Background: an optimization exercise with open tools, aiming at small area and a short achievable clock period. Do not read the settings as production practice.
RTL that was checked went through simulation tests only; none was proved equivalent to the original.
No activity file was given, so power comes from the tool's default toggle rates.

## job 101
Design matrix_multi, start of the top module:
module matrix_multi(input clk,
input wire rst,                  
input wire in_valid,             
input wire[127:0] buff_x,
output wire out_valid,           
output wire[95:0] buff_y);
localparam MR = 1;
localparam A1 = 0, B1 = 1, C1 = 1, D1 = 1;
localparam A2 = 0, B2 = 1, C2 = 1, D2 = 1;
localparam XR = 1;
localparam LAT = XR + MR + A1 + B1 + C1 + D1 + A2 + B2 + C2 + D2;
wire [127:0] xr;
pipe #(.W(128), .EN(XR)) px(clk, buff_x, xr);
wire [31:0] x1 = xr[127:96];
wire [31:0] x2 = xr[95:64];
wire [31:0] x3 = xr[63:32];
wire [31:0] x4 = xr[31:0];
wire [31:0] mp00, mp01, mp02, mp03, mp10, mp11, mp13, mp21, mp22, mp23;
wire [31:0] mul00, mul01, mul02, mul03;
wire [31:0] mul10, mul11, mul12, mul13;
wire [31:0] mp12, mp20;
wire [31:0] mul20, mul21, mul22, mul23;
fmulc #(32'h3f000000, 0) mult00(clk, x1, mp00);   
fmulc #(32'hbfc00000, 0) mult01(clk, x2, mp01);   
fmulc #(32'hbf400000, 0) mult02(clk, x3, mp02);   
fmulc #(32'hbf600000, 0) mult03(clk, x4, mp03);   
fmulc #(32'h3f400000, 0) mult10(clk, x1, mp10);   
fmulc #(32'h3f000000, 0) mult11(clk, x2, mp11);   
assign mp12 = mp02;
assign mul12 = mul02;                                    
fmulc #(32'hbfa00000, 0) mult13(clk, x4, mp13);   
assign mp20 = mp10;
assign mul20 = mul10;                                    
fmulc #(32'hbe000000, 0) mult21(clk, x2, mp21);   
  ...
For scale: ~12000 cells after synthesis, ~1600 flip-flops, roughly 230 I/O pins, roughly 0.092 mm^2 of cells after synthesis.
export LEC_CHECK = 0
export ABC_AREA = 1
export CAP_MARGIN = 20
export CORE_MARGIN = 2
export CORE_UTILIZATION = 55
export CTS_CLUSTER_DIAMETER = 100
export CTS_CLUSTER_SIZE = 24
export SLEW_MARGIN = 20
create_clock -name core_clock -period 13.0 [get_ports {clk}]
standard.sh (not shown) runs the stock make flow with config.mk's settings and CLKGATE_MAP_FILE= SYNTH_SCRIPT=/design/flow/synth_recipe.tcl, a recipe that flattens the netlist after the stock synthesis.
==> flow/flow/run.sh <==
#!/bin/bash
# Own layout flow: the standard ORFS layout (standard.sh) with
#  - ABC mapping aimed at a 2.5 ns logic delay (flow/abc_area.script in a
#    copy of the ORFS scripts) instead of minimum delay everywhere,
#  - port buffers of a stronger drive,
#  - timing repair aimed below the clock period.
set -euo pipefail
cp -r "$FLOW_HOME/scripts" scripts
cp flow/abc_area.script scripts/abc_area.script
export SCRIPTS_DIR="$PWD/scripts"
export BUFFER_PORTS_ARGS="-buffer_cell sky130_fd_sc_hd__buf_4"
export SETUP_SLACK_MARGIN=9.2
bash standard.sh > standard.log 2>&1
==> flow/flow/abc_area.script <==
strash
dch
map -D 2200
topo
stime -c
buffer -c
upsize -D 2200
dnsize -D 2200
Job 101 ran to completion and came out clean on the timing, DRC and antenna checks.
Relative to job 101, the following input files were edited for job 102:
==> flow/flow/run.sh <==
#!/bin/bash
# Own layout flow: the standard ORFS layout (standard.sh), with port
# buffers of a stronger drive and timing repair aimed below the clock period.
set -euo pipefail
export BUFFER_PORTS_ARGS="-buffer_cell sky130_fd_sc_hd__buf_4"
export SETUP_SLACK_MARGIN=9.2
bash standard.sh > standard.log 2>&1
removed: flow/flow/abc_area.script
--- outcome ---
- Looking only at combinational share of power, and setting everything else aside, the lower value of job 102 and job 101 goes to job 102.
- Required time reported for the critical path endpoint, job 102 and job 101, lower one = job 101.
- Diff job 101 -> job 102: clock latency reported for the late side of the worst-skew pair has remained practically unchanged, final design area excluding fillers has decreased, count of instances resized after the clock tree is built has decreased, inverter count has increased, count of buffer and inverter cells on the critical path has decreased.
- Looking at job 102 and job 101, the aggregate global-route resource usage is a wash.
What job 103 does differently from job 102 at the input level:
==> flow/flow/run.sh <==
#!/bin/bash
# Own layout flow: the standard ORFS layout (standard.sh) with
#  - ABC mapping aimed at a 2.5 ns logic delay (flow/abc_area.script in a
#    copy of the ORFS scripts) instead of minimum delay everywhere,
#  - port buffers of a stronger drive,
#  - timing repair aimed below the clock period.
set -euo pipefail
cp -r "$FLOW_HOME/scripts" scripts
cp flow/abc_area.script scripts/abc_area.script
export SCRIPTS_DIR="$PWD/scripts"
export BUFFER_PORTS_ARGS="-buffer_cell sky130_fd_sc_hd__buf_4"
export SETUP_SLACK_MARGIN=9.2
bash standard.sh > standard.log 2>&1
==> flow/flow/abc_area.script (new file) <==
strash
dch
map -D 2500
topo
stime -c
buffer -c
upsize -D 2500
dnsize -D 2500
Findings:
Lower total iterations of the first detailed-routing run among job 103 and job 102: job 102
In job 103 the vias after detailed routing turned out 5073 lower than in job 102.
The power per cell area in job 103 sits 0.87 mW/mm^2 below the value recorded for job 102.
Die area: job 103 vs job 102 down about 5%
Slowest cell on the critical path: sky130_fd_sc_hd__dfxtp_2 -> job 103, sky130_fd_sc_hd__dfxtp_4 -> job 102
No run of this note included a check of the RTL's function; only the layout flow was run.

========
run A:
Another version of the RTL of matrix_multi (not shown whole).
Size: ~13000 cells after synthesis, ~1600 flip-flops, about 230 I/O pins.
==> flow/design.v (excerpt) <==
module matrix_multi(input clk,
input wire rst,                  
input wire in_valid,             
input wire[127:0] buff_x,
output wire out_valid,           
output wire[95:0] buff_y);
==> flow/config.mk <==
export PLATFORM = sky130hd
export DESIGN_NAME = matrix_multi
export DESIGN_NICKNAME = matrix_multi
export VERILOG_FILES = /design/flow/design.v
export SDC_FILE = /design/flow/constraint.sdc
export NUM_CORES = 8
export LEC_CHECK = 0
export ABC_AREA = 1
export CAP_MARGIN = 20
export CORE_MARGIN = 2
export CORE_UTILIZATION = 78
export CTS_CLUSTER_DIAMETER = 100
export CTS_CLUSTER_SIZE = 24
export SLEW_MARGIN = 20
==> flow/constraint.sdc <==
create_clock -name core_clock -period 13.0 [get_ports {clk}]
set_input_delay 2.6000 -clock core_clock [delete_from_list [all_inputs] [get_ports {clk}]]
set_output_delay 2.6000 -clock core_clock [all_outputs]
set_load 0.01 [all_outputs]
==> flow/flow/run.sh <==
#!/bin/bash
# Own layout flow: the standard ORFS layout (standard.sh), with
#  - port buffers: buf_2 on inputs, buf_4 on outputs (a copy of the ORFS
#    scripts with that one change to global_place.tcl),
#  - timing repair aimed below the clock period.
set -euo pipefail
cp -r "$FLOW_HOME/scripts" scripts
sed -i 's/^\(\s*\)buffer_ports {\*}\[env_var_or_empty BUFFER_PORTS_ARGS\]/\1buffer_ports -inputs -buffer_cell sky130_fd_sc_hd__buf_2\n\1buffer_ports -outputs -buffer_cell sky130_fd_sc_hd__buf_4/' scripts/global_place.tcl
grep -n "buffer_ports" scripts/global_place.tcl > buffer_ports.log
export SCRIPTS_DIR="$PWD/scripts"
export SETUP_SLACK_MARGIN=9.2
bash standard.sh > standard.log 2>&1
Run A closes out successfully: all stages finished, all timing, DRC and antenna checks passed.
Input changes introduced in run B (baseline for comparison: run A):
- setting GPL_TIMING_DRIVEN to 0 for the first time
- changing CORE_UTILIZATION from 78 to 70
### Flow results
- Summary — number of non-clock buffers in the layout, run B relative to run A: higher, by 395.
- Between run B and run A, the data arrival time at the worst-slack endpoint does not differ in any meaningful way.
- The more densely filled core belongs to run A, not run B.
- Against run A, full die area in run B rose by more than 10%.
- Cmp run A and run B / cell count after placement / higher: run B
> inputs changed (run B -> run C)
- a deleted GPL_TIMING_DRIVEN that had been 0
- an added CTS_BUF_LIST of sky130_fd_sc_hd__clkbuf_8 sky130_fd_sc_hd__clkbuf_16
Results
Compared with run B, wire length reported by the detailed router in run C decreased by a little under 10%.
Against run B, run C comes in about 0.44% higher on number of buffers inserted by port buffering.
Area taken by multi-input logic gates of run B is on par with run C.
For the sequential share of layout area, run C came in 0.44 points higher than run B did.

-- afterwards: timing with drivers on the ports --
In the flow no input, the clock included, has a driving cell. The finished layouts below were timed again as built, in two steps. Step 1: set_driving_cell puts a clkbuf_16 on clk and a buf_2 on each other input, an assumption about the parent block. Step 2 moves the port delays by t, midway between the first and last clock arrival at a register: inputs arrive t later, outputs are due t later. That takes back most of the time a late clock gives input paths. a / b / c = no drivers / after step 1 / after step 2; a / b = the first two.
run	t, ns	setup slack, ns	cell pins on the clock port's net
job 101	0.826	8.963 / 8.963 / 8.963	1
job 102	0.826	9.070 / 9.070 / 9.070	1
job 103	0.823	8.756 / 8.756 / 8.756	1
run A	0.796	9.166 / 9.072 / 8.813	1
run B	0.826	9.161 / 9.072 / 8.644	1
run C	0.811	9.165 / 9.082 / 8.650	1
After both steps every run listed still meets setup and hold. For run B, which loses most, drivers alone change the setup slack by -0.089 ns; drivers and shift together by -0.517 ns.
